Source: an optimization exercise on an open RTL-to-GDS flow (aim: small area). Production flows keep margins and buffers that such runs may drop.
Function was checked by simulation only, so behaviour that the tests miss may differ from the original.
Power and IR drop assume default switching activity.

==> design/flow/design.v <==
module qcpu_spi(
    input [7:0] divisor,
    input [7:0] din,
    output reg [7:0] dout,
    output reg SCLK,
    output reg DO,
    input DI,
    input start,
    output reg busy,
    input clk,
    input rst
);
reg [7:0] data_out_buff;
reg [7:0] data_in_buff;
reg [7:0] div_counter;
reg [4:0] counter;
always @(posedge clk) begin
    if(rst) begin
        counter <= 5'b11111;
        dout <= 0;
        div_counter <= 0;
        data_in_buff <= 0;
        data_out_buff <= 0;
    end else begin
        if(start) begin
            counter <= 5'b10000;
            div_counter <= 0;
            data_out_buff <= din;
            data_in_buff <= 1;
            SCLK <= 0;
        end
        if(counter != 5'b11111) begin
            busy <= 1;
            div_counter <= div_counter + 1;
            if(div_counter == divisor) begin
                div_counter <= 0;
                counter <= counter - 1;
                if(!counter[0]) begin
                    DO <= data_out_buff[7];
                    data_out_buff <= {data_out_buff[6:0], 1'b0};
                    SCLK <= 0;
                end else begin
                    SCLK <= 1;
                    data_in_buff <= {data_in_buff[6:0], DI};
                end
            end
        end else begin
            SCLK <= 0;
            DO <= 0;
            busy <= 0;
            dout <= data_in_buff;
        end
    end
end
endmodule
module qcpu_uart(
    input [15:0] divisor,
    input [7:0] din,
    output reg [7:0] dout,
    output reg TX,
    input RX,
    input start,
    output reg busy,
    output reg has_byte,
    input clr_hb,
    input clk,
    input rst
);
reg [9:0] data_buff;
reg [15:0] div_counter;
reg [3:0] counter;
reg receiving;
reg [7:0] receive_buff;
reg [3:0] receive_counter;
reg [15:0] receive_div_counter;
always @(posedge clk) begin
    if(rst) begin
        TX <= 1;
        busy <= 0;
        counter <= 0;
        div_counter <= 0;
        receive_div_counter <= 0;
        receiving <= 0;
        dout <= 0;
        has_byte <= 0;
        receive_buff <= 0;
        receive_counter <= 0;
        receive_div_counter <= 0;
        data_buff <= 0;
    end else begin
        if(clr_hb) begin
            has_byte <= 0;
        end
        if(start) begin
            counter <= 4'b1010;
            div_counter <= 0;
            data_buff <= {1'b1, din, 1'b0};
        end
        if(counter != 0) begin
            busy <= 1;
            div_counter <= div_counter + 1;
            if(div_counter == divisor) begin
                div_counter <= 0;
                counter <= counter - 1;
                TX <= data_buff[0];
                data_buff <= {1'b0, data_buff[9:1]};
            end
        end else begin
            TX <= 1;
            busy <= 0;
        end
        if(!receiving && !RX) begin
            receiving <= 1;
            receive_counter <= 4'b1000;
            receive_buff <= 0;
            receive_div_counter <= 0;
        end
        if(receiving) begin
            receive_div_counter <= receive_div_counter + 1;
            if(receive_div_counter == divisor) begin
                receive_div_counter <= 0;
                receive_counter <= receive_counter - 1;
                if(receive_counter == 0) begin
                    receiving <= 0;
                    dout <= receive_buff;
                    has_byte <= 1;
                end else begin
                    receive_buff <= {RX, receive_buff[7:1]};
                end
            end
        end
    end
end
endmodule
module mul_step(
    input [31:0] a,
    input sa,
    input [10:0] c,
    input cneg,
    input [33:0] H,
    output [44:0] T
);
localparam [44:0] K = 45'h0 - (45'h7FF << 32) - (45'h1 << 33);
wire [32:0] x10 = {sa, a} ^ {33{cneg}};
wire [44:0] r0  = {12'h0, ~(c[0] & sa), a & {32{c[0]}}};
wire [44:0] r1  = {11'h0, ~(c[1] & sa), a & {32{c[1]}}, 1'h0};
wire [44:0] r2  = {10'h0, ~(c[2] & sa), a & {32{c[2]}}, 2'h0};
wire [44:0] r3  = {9'h0, ~(c[3] & sa), a & {32{c[3]}}, 3'h0};
wire [44:0] r4  = {8'h0, ~(c[4] & sa), a & {32{c[4]}}, 4'h0};
wire [44:0] r5  = {7'h0, ~(c[5] & sa), a & {32{c[5]}}, 5'h0};
wire [44:0] r6  = {6'h0, ~(c[6] & sa), a & {32{c[6]}}, 6'h0};
wire [44:0] r7  = {5'h0, ~(c[7] & sa), a & {32{c[7]}}, 7'h0};
wire [44:0] r8  = {4'h0, ~(c[8] & sa), a & {32{c[8]}}, 8'h0};
wire [44:0] r9  = {3'h0, ~(c[9] & sa), a & {32{c[9]}}, 9'h0};
wire [44:0] r10 = {2'h0, ~(c[10] & x10[32]), x10[31:0] & {32{c[10]}}, 10'h0};
wire [44:0] rh  = {11'h0, ~H[33], H[32:0]};
wire [44:0] rc  = {34'h0, c[10] & cneg, 10'h0};
assign T = r0 + r1 + r2 + r3 + r4 + r5 + r6 + r7 + r8 + r9 + r10 + rh + rc + K;
endmodule
`default_nettype none
module tholin_riscv(
    output [15:0] bus_out,
    input [15:0] bus_in,
    output le_lo,
    output le_hi,
    output OEb,
    output WEb_lo,
    output WEb_hi,
    output bus_dir,
    output SCLK,
    output SDO,
    input SDI,
    output TXD,
    input RXD,
    output reg [5:0] PORT_dir,
    output reg [5:0] PORT_out,
    input [5:0] PORT_in,
    input clk,
    input rst_n
);
reg [2:0] irqs;
reg io_int_enable;
reg uart_int_enable;
reg timer_int_enable;
reg last_io_state;
wire [1:0] highest_irq = irqs[2] ? 3 : (irqs[1] ? 2 : (irqs[0] ? 1 : 0));
reg [1:0] current_irq;
reg [31:0] PC;
reg [31:0] PCE;
reg [31:0] tmr0;
reg [31:0] tmr1;
reg [31:0] tmr0_pre;
reg [31:0] tmr1_pre;
reg [31:0] tmr0_top;
reg [31:0] tmr1_top;
reg [31:0] tmr0_pre_ctr;
reg [31:0] tmr1_pre_ctr;
reg [29:0] intr_vec;
reg [31:0] requested_addr;
reg is_write;
reg [31:0] mem_io;
reg [1:0] io_size;
reg [2:0] ret_cycle;
reg int_enabled;
reg [3:0] cycle;
localparam FETCH = 0;
localparam MEM1 = 1;
localparam MEM2 = 2;
localparam MEM3 = 3;
localparam MEM4 = 4;
localparam MEM5 = 5;
localparam EXEC1 = 6;
localparam LOAD = 7;
localparam MUL = 8;
localparam DIV1 = 9;
localparam DIV2 = 10;
wire le_lo_pre = cycle == MEM1 || cycle == MEM4;
assign le_lo = le_lo_pre;
wire le_hi_pre = cycle == MEM2;
assign le_hi = le_hi_pre;
wire WEb = !((cycle == MEM3 || cycle == MEM5) && is_write);
assign bus_dir = !(le_lo_pre || le_hi_pre || (!WEb));
assign OEb = !((cycle == MEM3 || cycle == MEM5) && !is_write);
assign WEb_lo = !(io_size != 0 || requested_addr[0] == 0) || WEb;
assign WEb_hi = !(io_size != 0 || requested_addr[0] == 1) || WEb;
reg [15:0] bus_out_c;
always @(*) begin
    case(cycle)
        default: bus_out_c = 0;
        MEM1: bus_out_c = requested_addr[16:1];
        MEM2: bus_out_c = {1'b0, requested_addr[31:17]};
        MEM3: begin
            if(io_size == 0) begin
                if(requested_addr[0]) bus_out_c = {mem_io[7:0], 8'h00};
                else bus_out_c = {8'h00, mem_io[7:0]};
            end else begin
                bus_out_c = mem_io[15:0];
            end
        end
        MEM4: bus_out_c = requested_addr[16:1] | 1;
        MEM5: bus_out_c = mem_io[31:16];
    endcase
end
assign bus_out = bus_out_c;
wire [31:0] instr = mem_io;
wire isALUreg = instr[6:0] == 7'b0110011;
wire isALUimm = instr[6:0] == 7'b0010011;
wire isBranch = instr[6:0] == 7'b1100011;
wire isJALR   = instr[6:0] == 7'b1100111;
wire isJAL    = instr[6:0] == 7'b1101111;
wire isAUIPC  = instr[6:0] == 7'b0010111;
wire isLUI    = instr[6:0] == 7'b0110111;
wire isLoad   = instr[6:0] == 7'b0000011;
wire isStore  = instr[6:0] == 7'b0100011;
wire isSYSTEM = instr[6:0] == 7'b1110011;
wire [4:0] rdId   = instr[11:7];
wire [2:0] funct3 = instr[14:12];
wire [6:0] funct7 = instr[31:25];
wire [11:0] func12 = instr[31:20];
wire [31:0] Uimm = {instr[31], instr[30:12], 12'h000};
wire [31:0] Iimm = {{21{instr[31]}}, instr[30:20]};
wire [31:0] Simm = {{21{instr[31]}}, instr[30:25], instr[11:7]};
wire [31:0] Bimm = {{20{instr[31]}}, instr[7], instr[30:25], instr[11:8], 1'b0};
wire [31:0] Jimm = {{12{instr[31]}}, instr[19:12], instr[20], instr[30:21], 1'b0};
reg load_funct;
reg [4:0] load_dest;
wire LOAD_sign = load_funct & (io_size == 0 ? mem_io[7] : mem_io[15]);
wire mmio = requested_addr >= 32'hFFFFFF00;
reg [7:0] spi_div;
wire [7:0] spi_dout;
wire spi_busy;
reg [15:0] uart_div;
wire [7:0] uart_dout;
wire uart_busy;
wire uart_hb;
reg mmio_rd;
reg [31:0] mmio_rdata;
always @(*) begin
    mmio_rd = 1'b1;
    mmio_rdata = 32'h0;
    case(requested_addr[7:2])
        0: mmio_rdata = {24'h0, spi_div};
        1: mmio_rdata = {24'h0, spi_dout};
        2: mmio_rdata = {16'h0, uart_div};
        3: mmio_rdata = {24'h0, uart_dout};
        4: mmio_rdata = {29'h0, uart_hb, uart_busy, spi_busy};
        5: mmio_rdata = {26'h0, PORT_dir};
        6: mmio_rdata = {26'h0, PORT_out};
        7: mmio_rdata = {26'h0, PORT_in};
        8: mmio_rdata = {intr_vec, 2'b00};
        9: mmio_rdata = {30'h0, current_irq};
        10: mmio_rdata = {29'h0, uart_int_enable, timer_int_enable, io_int_enable};
        11: mmio_rdata = tmr0_pre;
        12: mmio_rdata = tmr1_pre;
        13: mmio_rdata = tmr0_top;
        14: mmio_rdata = tmr1_top;
        15: mmio_rdata = tmr0;
        16: mmio_rdata = tmr1;
        18: mmio_rdata = PCE;
        19: mmio_rdata = {8'h52, 8'h49, 8'h48, 8'h43};
        20: mmio_rdata = {8'h00, 8'h00, 8'h21, 8'h50};
        default: mmio_rd = 1'b0;
    endcase
end
wire [31:0] rs2 = requested_addr;
reg [31:0] mem_io_nxt;
always @(*) begin
    mem_io_nxt = mem_io;
    if(cycle == MEM1) begin
        if(mmio && !is_write && mmio_rd) mem_io_nxt = mmio_rdata;
    end else if(cycle == MEM3) begin
        if(io_size == 0) mem_io_nxt[7:0] = requested_addr[0] ? bus_in[15:8] : bus_in[7:0];
        else mem_io_nxt[15:0] = bus_in;
    end else if(cycle == MEM5) begin
        mem_io_nxt[31:16] = bus_in;
    end else if(cycle == EXEC1 && isStore) begin
        mem_io_nxt = rs2;
    end
end
wire [4:0] raddr = (cycle == MEM1 || cycle == MEM5) ? mem_io_nxt[24:20] : instr[19:15];
wire [32*32-1:0] rf_flat;
assign rf_flat[31:0] = 32'h0;
wire [31:0] rdata = rf_flat[raddr*32 +: 32];
wire [31:0] rs1 = rdata;
reg rf_we;
reg [4:0] rf_waddr;
reg [31:0] rf_wdata;
genvar gi;
generate for(gi = 1; gi < 32; gi = gi + 1) begin : rf
    reg [31:0] q;
    always @(posedge clk) begin
        if(gi == 1 && !rst_n) q <= 0;
        else if(rst_n && rf_we && rf_waddr == gi) q <= rf_wdata;
    end
    assign rf_flat[gi*32 +: 32] = q;
end endgenerate
reg should_branch;
always @(*) begin
    case(funct3)
        0: should_branch = EQ;
        1: should_branch = !EQ;
        4: should_branch = LTS;
        5: should_branch = !LTS;
        6: should_branch = LT;
        7: should_branch = !LT;
        default: should_branch = 1'b0;
    endcase
end
wire is_muldiv = funct7 == 1 && isALUreg;
wire is_mul = funct3 < 4;
wire is_div = !is_mul;
wire signed_div = funct3 == 3'b100 || funct3 == 3'b110;
wire res_sign = signed_div & (rs1[31] ^ rs2[31]);
wire [31:0] aluIn1 = rs1;
wire [31:0] aluIn2 = isStore ? Simm : (isALUreg || isBranch ? rs2 : Iimm);
wire [31:0] XOR = aluIn1 ^ aluIn2;
wire EQ = XOR == 0;
reg mul_delay;
reg [63:0] div_shifter;
reg [4:0] div_counter;
reg [31:0] add_a;
reg [31:0] add_b;
reg add_sub;
always @(*) begin
    add_a = aluIn1;
    add_b = aluIn2;
    add_sub = isBranch || ((isALUreg || isALUimm) && ((funct3 == 0 && funct7[5] && instr[5]) || funct3 == 2 || funct3 == 3));
    if(cycle == DIV1) begin
        add_a = div_shifter[62:31];
        add_b = rs2;
        add_sub = !(signed_div && rs2[31]);
    end else if(cycle == DIV2) begin
        add_a = 0;
        add_b = funct3[1] ? div_shifter[63:32] : div_shifter[31:0];
        add_sub = funct3 == 3'b100 ? res_sign : (funct3 == 3'b110 ? rs1[31] : 1'b0);
    end else if(is_muldiv) begin
        add_a = 0;
        add_b = rs1;
        add_sub = signed_div && rs1[31];
    end
end
wire [32:0] add_res = {1'b0, add_a} + {1'b0, add_b ^ {32{add_sub}}} + {32'h0, add_sub};
wire [31:0] addsub = add_res[31:0];
wire LT = !add_res[32];
wire LTS = (aluIn1[31] ^ aluIn2[31]) ? aluIn1[31] : LT;
wire [4:0] shift_amount = isALUreg ? rs2[4:0] : instr[24:20];
wire [31:0] shifter_in = (funct3 == 3'b001) ?
{aluIn1[0], aluIn1[1], aluIn1[2], aluIn1[3], aluIn1[4], aluIn1[5],
aluIn1[6], aluIn1[7], aluIn1[8], aluIn1[9], aluIn1[10], aluIn1[11], aluIn1[12],
aluIn1[13], aluIn1[14], aluIn1[15], aluIn1[16], aluIn1[17], aluIn1[18], aluIn1[19],
aluIn1[20], aluIn1[21], aluIn1[22], aluIn1[23], aluIn1[24], aluIn1[25],
aluIn1[26], aluIn1[27], aluIn1[28], aluIn1[29], aluIn1[30], aluIn1[31]}
 : aluIn1;
wire [31:0] shifter = $signed({funct7[5] & aluIn1[31], shifter_in}) >>> shift_amount;
reg [31:0] ALUout;
always @(*) begin
    case(funct3)
        0: ALUout = addsub;
        1: ALUout = {shifter[0], shifter[1], shifter[2], shifter[3], shifter[4], shifter[5], shifter[6],
        shifter[7], shifter[8], shifter[9], shifter[10], shifter[11], shifter[12], shifter[13], shifter[14], shifter[15],
        shifter[16], shifter[17], shifter[18], shifter[19], shifter[20], shifter[21], shifter[22],
        shifter[23], shifter[24], shifter[25], shifter[26], shifter[27], shifter[28], shifter[29],
        shifter[30], shifter[31]};
        2: ALUout = {31'h0, LTS};
        3: ALUout = {31'h0, LT};
        4: ALUout = XOR;
        5: ALUout = shifter;
        6: ALUout = aluIn1 | aluIn2;
        7: ALUout = aluIn1 & aluIn2;
    endcase
end
wire mul_first = cycle == EXEC1;
wire mul_last = cycle == MUL && mul_delay;
wire m_sa = rs1[31] && (funct3 == 3'b001 || funct3 == 3'b010);
wire m_sb = rs2[31] && funct3 == 3'b001;
wire [10:0] m_c = mul_first ? rs2[10:0] : (mul_last ? {m_sb, rs2[31:22]} : rs2[21:11]);
wire [33:0] m_H = mul_first ? 34'h0 : div_shifter[63:30];
wire [44:0] m_T;
mul_step mstep(
    .a(rs1),
    .sa(m_sa),
    .c(m_c),
    .cneg(mul_last),
    .H(m_H),
    .T(m_T)
);
wire [63:0] mul_next = {m_T[44:11], 8'h0, m_T[10:0], div_shifter[21:11]};
wire [31:0] mul_res = funct3 == 0 ? {m_T[9:0], div_shifter[21:0]} : m_T[41:10];
wire [31:0] PC_next = PC + 4;
wire [31:0] PC_imm = isJAL ? Jimm : (isBranch ? Bimm : Uimm);
wire [31:0] PC_jmp = PC + PC_imm;
always @(*) begin
    rf_we = 1'b0;
    rf_waddr = rdId;
    rf_wdata = ALUout;
    if(cycle == EXEC1) begin
        if(isJAL || isJALR) begin
            rf_we = 1'b1;
            rf_wdata = PC_next;
        end else if(isLUI) begin
            rf_we = 1'b1;
            rf_wdata = Uimm;
        end else if(isAUIPC) begin
            rf_we = 1'b1;
            rf_wdata = PC_jmp;
        end else if((isALUreg || isALUimm) && !is_muldiv) begin
            rf_we = 1'b1;
        end
    end else if(cycle == LOAD) begin
        rf_we = 1'b1;
        rf_waddr = load_dest;
        if(io_size == 0) rf_wdata = {{24{LOAD_sign}}, mem_io[7:0]};
        else if(io_size == 1) rf_wdata = {{16{LOAD_sign}}, mem_io[15:0]};
        else rf_wdata = mem_io;
    end else if(cycle == MUL) begin
        rf_we = mul_delay;
        rf_wdata = mul_res;
    end else if(cycle == DIV2) begin
        rf_we = 1'b1;
        rf_wdata = addsub;
    end
end
always @(posedge clk) begin
    if(!rst_n) begin
        PC <= 0;
        cycle <= FETCH;
        PORT_dir <= 0;
        PORT_out <= 0;
        spi_div <= 8'h80;
        uart_div <= 16'h0101;
        int_enabled <= 0;
        irqs <= 0;
        io_int_enable <= 0;
        last_io_state <= 0;
        current_irq <= 0;
        uart_int_enable <= 0;
        timer_int_enable <= 0;
        tmr0 <= 0;
        tmr1 <= 0;
        tmr0_pre <= 32'h00008000;
        tmr1_pre <= 32'h00001000;
        tmr0_top <= 32'hFFFFFFFF;
        tmr1_top <= 32'hFFFFFFFF;
        tmr0_pre_ctr <= 0;
        tmr1_pre_ctr <= 0;
        intr_vec <= 0;
        mem_io <= 0;
    end else begin
        mem_io <= mem_io_nxt;
        last_io_state <= PORT_in[5];
        if(!last_io_state && PORT_in[5] && io_int_enable) irqs[0] <= 1;
        else irqs[0] <= irqs[0] & io_int_enable;
        irqs[2] <= uart_hb & uart_int_enable;
        tmr0_pre_ctr <= tmr0_pre_ctr + 1;
        tmr1_pre_ctr <= tmr1_pre_ctr + 1;
        if((tmr0_pre_ctr+1) >= tmr0_pre) begin
            tmr0_pre_ctr <= 0;
            tmr0 <= tmr0 + 1;
            if(tmr0 >= tmr0_top) begin
                tmr0 <= 0;
            end
        end
        irqs[1] <= (irqs[1] || tmr1 >= tmr1_top) && timer_int_enable;
        if((tmr1_pre_ctr+1) >= tmr1_pre) begin
            tmr1_pre_ctr <= 0;
            tmr1 <= tmr1 + 1;
            if(tmr1 >= tmr1_top) begin
                tmr1 <= 0;
            end
        end
        if(cycle == MEM1) begin
            if(mmio) begin
                if(is_write) case(requested_addr[7:2])
                    0: spi_div <= mem_io[7:0];
                    2: uart_div <= mem_io[15:0];
                    5: PORT_dir <= mem_io[5:0];
                    6: PORT_out <= mem_io[5:0];
                    7: irqs[0] <= 0;
                    8: intr_vec <= mem_io[31:2];
                    10: begin
                        io_int_enable <= mem_io[0];
                        timer_int_enable <= mem_io[1];
                        uart_int_enable <= mem_io[2];
                    end
                    11: tmr0_pre <= mem_io;
                    12: tmr1_pre <= mem_io;
                    13: tmr0_top <= mem_io;
                    14: tmr1_top <= mem_io;
                    15: tmr0 <= mem_io;
                    16: tmr1 <= mem_io;
                    17: irqs[1] <= 0;
                endcase
                cycle <= {1'b0, ret_cycle};
                if(ret_cycle == EXEC1) requested_addr <= rdata;
            end else cycle <= MEM2;
        end else if(cycle == MEM2) begin
            cycle <= MEM3;
        end else if(cycle == MEM3) begin
            if(io_size == 0) begin
                cycle <= {1'b0, ret_cycle};
            end else begin
                cycle <= io_size == 1 ? {1'b0, ret_cycle} : MEM4;
            end
        end else if(cycle == MEM4) begin
            cycle <= MEM5;
        end else if(cycle == MEM5) begin
            cycle <= {1'b0, ret_cycle};
            if(ret_cycle == EXEC1) requested_addr <= rdata;
        end
        else if(cycle == FETCH && irqs != 0 && int_enabled) begin
            PCE <= PC;
            PC <= {2'b00, intr_vec};
            int_enabled <= 0;
            current_irq <= highest_irq;
        end else if(cycle == FETCH) begin
            requested_addr <= PC;
            ret_cycle <= EXEC1;
            cycle <= MEM1;
            is_write <= 0;
            io_size <= 2;
        end else if(cycle == EXEC1) begin
            PC <= PC_next;
            if(isSYSTEM) begin
                if(func12 == 12'h26D) begin
                    int_enabled <= !int_enabled;
                    PC <= PCE;
                end else if(func12 == 12'h007) begin
                    int_enabled <= 1;
                end else if(func12 == 12'h008) begin
                    int_enabled <= 0;
                end
                cycle <= FETCH;
            end else if(is_muldiv) begin
                mul_delay <= 1'b0;
                cycle <= is_mul ? MUL : DIV1;
                div_counter <= 0;
                div_shifter <= is_div ? {32'h0, addsub} : mul_next;
            end else if(isJAL || isJALR) begin
                PC <= isJALR ? addsub : PC_jmp;
                cycle <= FETCH;
            end else if(isBranch) begin
                if(should_branch) PC <= PC_jmp;
                cycle <= FETCH;
            end else if(isLoad) begin
                load_funct <= !funct3[2];
                load_dest <= rdId;
                io_size <= funct3[1:0];
                requested_addr <= addsub;
                is_write <= 0;
                ret_cycle <= LOAD;
                cycle <= MEM1;
            end else if(isStore) begin
                io_size <= funct3[1:0];
                requested_addr <= addsub;
                is_write <= 1;
                ret_cycle <= FETCH;
                cycle <= MEM1;
            end else if(isLUI || isAUIPC || isALUreg || isALUimm) begin
                cycle <= FETCH;
            end
        end else if(cycle == LOAD) begin
            cycle <= FETCH;
        end else if(cycle == MUL) begin
            mul_delay <= !mul_delay;
            div_shifter <= mul_next;
            if(mul_delay) begin
                cycle <= FETCH;
            end
        end else if(cycle == DIV1) begin
            div_shifter <= add_res[32] ? {addsub, div_shifter[30:0], 1'b1} : {div_shifter[62:0], 1'b0};
            div_counter <= div_counter + 1;
            if(div_counter == 31) begin
                cycle <= DIV2;
            end
        end else if(cycle == DIV2) begin
            cycle <= FETCH;
        end
    end
end
qcpu_spi spi(
    .divisor(spi_div),
    .din(mem_io[7:0]),
    .dout(spi_dout),
    .SCLK(SCLK),
    .DO(SDO),
    .DI(SDI),
    .start(cycle == MEM1 && requested_addr == 32'hFFFFFF04 && is_write),
    .busy(spi_busy),
    .clk(clk),
    .rst(!rst_n)
);
qcpu_uart uart(
    .divisor(uart_div),
    .din(mem_io[7:0]),
    .dout(uart_dout),
    .TX(TXD),
    .RX(RXD),
    .start(cycle == MEM1 && requested_addr == 32'hFFFFFF0C && is_write),
    .busy(uart_busy),
    .has_byte(uart_hb),
    .clr_hb(cycle == MEM1 && requested_addr == 32'hFFFFFF10 && is_write),
    .clk(clk),
    .rst(!rst_n)
);
endmodule
==> design/flow/run.sh <==
#!/bin/bash
# synth_recipe.tcl (not shown) runs the flow's synth.tcl, then flattens the netlist and writes it again
# the make line also repeats each setting of config.mk as NAME=value (left out here)
make -C /OpenROAD-flow-scripts/flow DESIGN_CONFIG=/design/flow/config.mk WORK_HOME=/design/flow/orfs CLKGATE_MAP_FILE= SYNTH_SCRIPT=/design/flow/synth_recipe.tcl finish
==> design/flow/config.mk <==
export PLATFORM = sky130hd
export DESIGN_NAME = tholin_riscv
export DESIGN_NICKNAME = tholin_riscv
export VERILOG_FILES = /design/flow/design.v
export SDC_FILE = /design/flow/constraint.sdc
export NUM_CORES = 4
export LEC_CHECK = 0
export CAP_MARGIN = 20
export CORE_MARGIN = 2
export CORE_UTILIZATION = 30
export PLACE_DENSITY = 0.42
export SLEW_MARGIN = 20
==> design/flow/constraint.sdc <==
create_clock -name core_clock -period 15.0 [get_ports {clk}]
set_input_delay 3.0000 -clock core_clock [delete_from_list [all_inputs] [get_ports {clk}]]
set_output_delay 3.0000 -clock core_clock [all_outputs]
set_load 0.01 [all_outputs]
==> metrics.md <==
| Metric | Value |
|---|---|
| Final hold slack | 0.466 ns |
| Final period util | 97.5% |
| CP Buf/Inv Count | 17 |
| Vias in the first global route | 88300 |
| Pwr/cell area | 225 mW/mm2 |
| R2R Path Start | requested_addr[6]$_DFFE_PP_ |
| Synthesis-stage register bit count | 1647 |
| Yosys cell types | 101 |
| Compound-Gate Fraction of Synth Area | 17.0% |
| H-Tree Level Count | 4 |
| Post-Synthesis Cell Area | 0.101 mm2 |
| Most frequent cells in the layout | nand2_1, edfxtp_1, buf_4, nor2_1, a21oi_1 |
| Yosys top cell area share | 32.8% |
| Worst min path class | reg2reg |
| Power Total | 27.0 mW |
| Fraction of registers with async set or reset after synthesis | 0% |
| Core ar. | 0.337 mm2 |
| Rel. slew slack | 9.65% |
| Initial DRT Pass Iterations | 11 |
| MaxCap Viol Count | 0 |
| First-pass GRT wire length | 715 mm |
| Root buffer cell | clkbuf_16 |
| Buffer depth of the longest clock path | 4 |
| Kind of critical path | in2reg |
| Ranking of synthesized cells by area | edfxtp_1, dfxtp_1, nand2_1, fa_1, ha_1 |
| Final WS setup | 0.375 ns |
| Share of layout cells above drive strength 1 | 12.6% |
| Final setup viols | 0 |
| Util after Layout | 35.6% |
| Vias/cell | 5.79 |
| Synth Instances | 11100 |
| Fin crit period | 14.63 ns |
| CTS tree | built |
| Number of synthesized flops with an enable pin | 1108 |
| Leak | 45.1 nW |
| RePlAce Congestion | 1.04 |
| TritonCTS sink count | 1647 |
| CP most frequent cell | buf_4 |
| Die span in y | 586 um |
| DR WL/cell | 32.3 um |
| Register area share after synthesis | 43.4% |
| Wirelength, routed | 520 mm |
| Peak supply drop | 0.000531 V |
| Post-synthesis cell type with the largest combined area | edfxtp_1 |
| DR iter-0 viols | 11600 |
| Port Buffer Count | 62 |
| Simple-Gate Fraction of Synth Area | 17.7% |
| Tightest Pin Transition | 1.35 ns |
| DRT antenna net count | 0 |
| Hold path start | spi.data_out_buff[0]$_SDFF_PN0_ |
| Post-Synth Adder-Cell Area | 10.7% |
| CP delay by family, top | compound AO/OA/AOI/OAI gates |
| Clock Skew | 0.0792 ns |
| CP max stage cell | fa_1 |
| Syn_nets | 11800 |
| Yosys warns | 3 |
| Clock transition at the registers of the reported paths | 0.06 ns |
| Largest net degree at the start of global routing | 134 |
| Clock latency (worst-skew pair) | 0.92 ns |
| Total CTS buffers | 195 |
| Total track usage | 29.4% |
| Dpl hpwl | 366 mm |
| R2R cell count | 65 |
| Main synth FF type | edfxtp_1 |
| Final instance area | 0.120 mm2 |
| Via Count | 93300 |
| Die width | 586 um |
| # nets final | 12100 |
| I/O pin total | 63 |
| Rows | 213 |
| Synth-to-layout area growth | 18.3% |
| Effective utilization at floorplan | 30.1% |
| Crit path depth | 63 |
| Hold path depth | 2 |
| DRC | 0 |
| Die area | 0.343 mm2 |
| Place WS | -1.57 ns |
| Critical path arrival | 15.36 ns |
| Max incr delay on CP | 0.51 ns |
| Reg-to-reg endpoint | rf[27].q[28]$_DFFE_PP_ |
| Reg2Reg Setup Slack | 0.73 ns |
| Status | complete, no violations |
| Max Slew Vio Count | 0 |
| Mean area per synthesized cell | 9.17 um2 |
| Fmax | 68.4 MHz |
| Mux contribution to synthesized area | 2.73% |
| Worst Hold End | spi.data_out_buff[0]$_SDFF_PN0_ |
| XOR/XNOR Fraction of Synth Area | 2.99% |
| Hold buffers post-CTS | 0 |
| CP Capture Type | register |
| Critical path peak fanout | 15 |
| Gr ovfl total | 0 |
| Largest family of logic cells by synthesized area | simple AND/OR/NAND/NOR gates |
| Hold Vio Cnt, Final | 0 |
| Critical path data required time | 15.74 ns |
| CP Launch Type | primary input |
| Placed Area | 0.113 mm2 |
| Commonest non-fill, non-tap cell in the layout | nand2_1 |
| Initial antenna violation count | 43 |
## metrics by stage
step,setup TNS (ns),instances
2_1_floorplan,0,11100
3_3_place_gp,-585.11,15700
3_5_place_dp,-491.68,15700
4_1_cts,0,16100
5_1_grt,-0.585,16100
6_report,0,16100
## cell usage after synthesis (71+ instances only)
| cell | n |
|---|---|
| o21ai_0 | 543 |
| o211ai_1 | 181 |
| a211oi_1 | 144 |
| nand4_1 | 84 |
| buf_1 | 75 |
| a221oi_1 | 71 |
| inv_1 | 608 |
| dfxtp_1 | 539 |
| fa_1 | 286 |
| edfxtp_1 | 1108 |
| nand3_1 | 640 |
| a21o_1 | 104 |
| nor2_1 | 832 |
| a31oi_1 | 90 |
| a311oi_1 | 187 |
| nor3_1 | 141 |
| mux2i_1 | 238 |
| buf_2 | 82 |
| a22oi_1 | 125 |
| xnor2_1 | 242 |
| clkbuf_1 | 604 |
| nand2_1 | 1904 |
| ha_1 | 414 |
| a21oi_1 | 690 |
| and3_1 | 146 |
| xor2_1 | 104 |
## tightest hold or removal path, cell delays in order (launching register included)
cell and delay (ns):
dfxtp_1 0.31, nand2_1 0.05, a21oi_1 0.06
## layout make-up
type                            count  area, um2
Antenna cell                       20       50.0
Tap cell                         4515       5650
Timing Repair Buffer              922       7920
Sequential cell                  1647      44100
Clock inverter                     99       1190
Inverter                          617       2320
Clock buffer                      260       5350
Multi-Input combinational cell   8021      53400
Fill cell                       34200     217000
## metal layers
layer  vias to the layer above  global-route usage, %  wire [um]  share of wire, %
met5                         -                      0        293             0.056
met1                     47000                   41.7     227000                44
met4                        32                   11.7      24600               4.7
met3                      1036                   6.42      49500               9.5
met2                      4917                   43.2     218000                42
li1                      40300                      -          -                 -
## sequential cells by signal, indices dropped and copies added (netlist names), 10 cells and up
register	flops
intr_vec	30
tmr0_pre	32
PC	32
tmr0_pre_ctr	32
rf.q	992
tmr0	32
tmr1	32
uart.receive_div_counter	16
uart.div_counter	16
PCE	32
uart.data_buff	10
uart_div	16
tmr1_pre	32
tmr1_top	32
tmr0_top	32
mem_io	32
requested_addr	32
div_shifter	64
tmr1_pre_ctr	32
## cells by family after synthesis
kind of cell | count (synthesis)
XOR/XNOR | 346
multiplexers | 266
AO/OA/AOI/OAI | 2612
flip-flops | 1647
adder cells (fa/ha/maj) | 700
buffers and inverters | 1398
AND/OR/NAND/NOR | 4097
## power breakdown
part           total (mW)  internal [mW]  switching [mW]
clock                4.99           2.92            2.07
sequential           5.50           5.43          0.0623
combinational        16.6           6.30            10.3
total                27.0           14.7            12.4
## worst max-delay path by stage
stage	start	to	slack (ns)
finish	bus_in[6]	rf[27].q[28]$_DFFE_PP_	0.37
global route	bus_in[5]	rf[11].q[31]$_DFFE_PP_	-0.04
CTS	bus_in[4]	rf[1].q[28]$_SDFFE_PN0P_	0.004
detailed placement	bus_in[4]	rf[19].q[27]$_DFFE_PP_	-1.57
global placement	bus_in[4]	rf[19].q[27]$_DFFE_PP_	-1.79
floorplan	bus_in[4]	rf[10].q[28]$_DFFE_PP_	0.003
## what timing repair did
| action | in CTS | in global routing |
|---|---|---|
| setup buffers | 3 | 14 |
| pin swaps | 4 | 24 |
| endpoints found under the setup margin | 310 | 338 |
| endpoints found under the hold margin | 0 | 0 |
| gates cloned | 1 | 4 |
| resized for setup | 26 | 80 |

-- afterwards: timing with drivers on the ports --
In the flow no input, the clock included, has a driving cell. The finished layout below was timed again as built, in two steps. Step 1: set_driving_cell puts a clkbuf_16 on clk and a buf_2 on each other input, an assumption about the parent block. Step 2 times the ports against the registers' clock, not the clock port: input delays grow and output delays shrink by t, the midpoint of the rising clock arrivals with the driver on. Three values: ideal, step 1, step 2; two values: the first two.
t, ns: 0.976
setup WS [ns]: 0.375 / 0.451 / -0.525
worst setup path after step 2: input to register
clock arrival spread, ns: 0.079 / 0.080
worst data-port slew with drivers (ns): 0.10
With both steps, setup timing fails in this run, where it was met with ideal ports. The setup slack of this run moves by +0.076 ns with the drivers and by -0.900 ns with both steps.
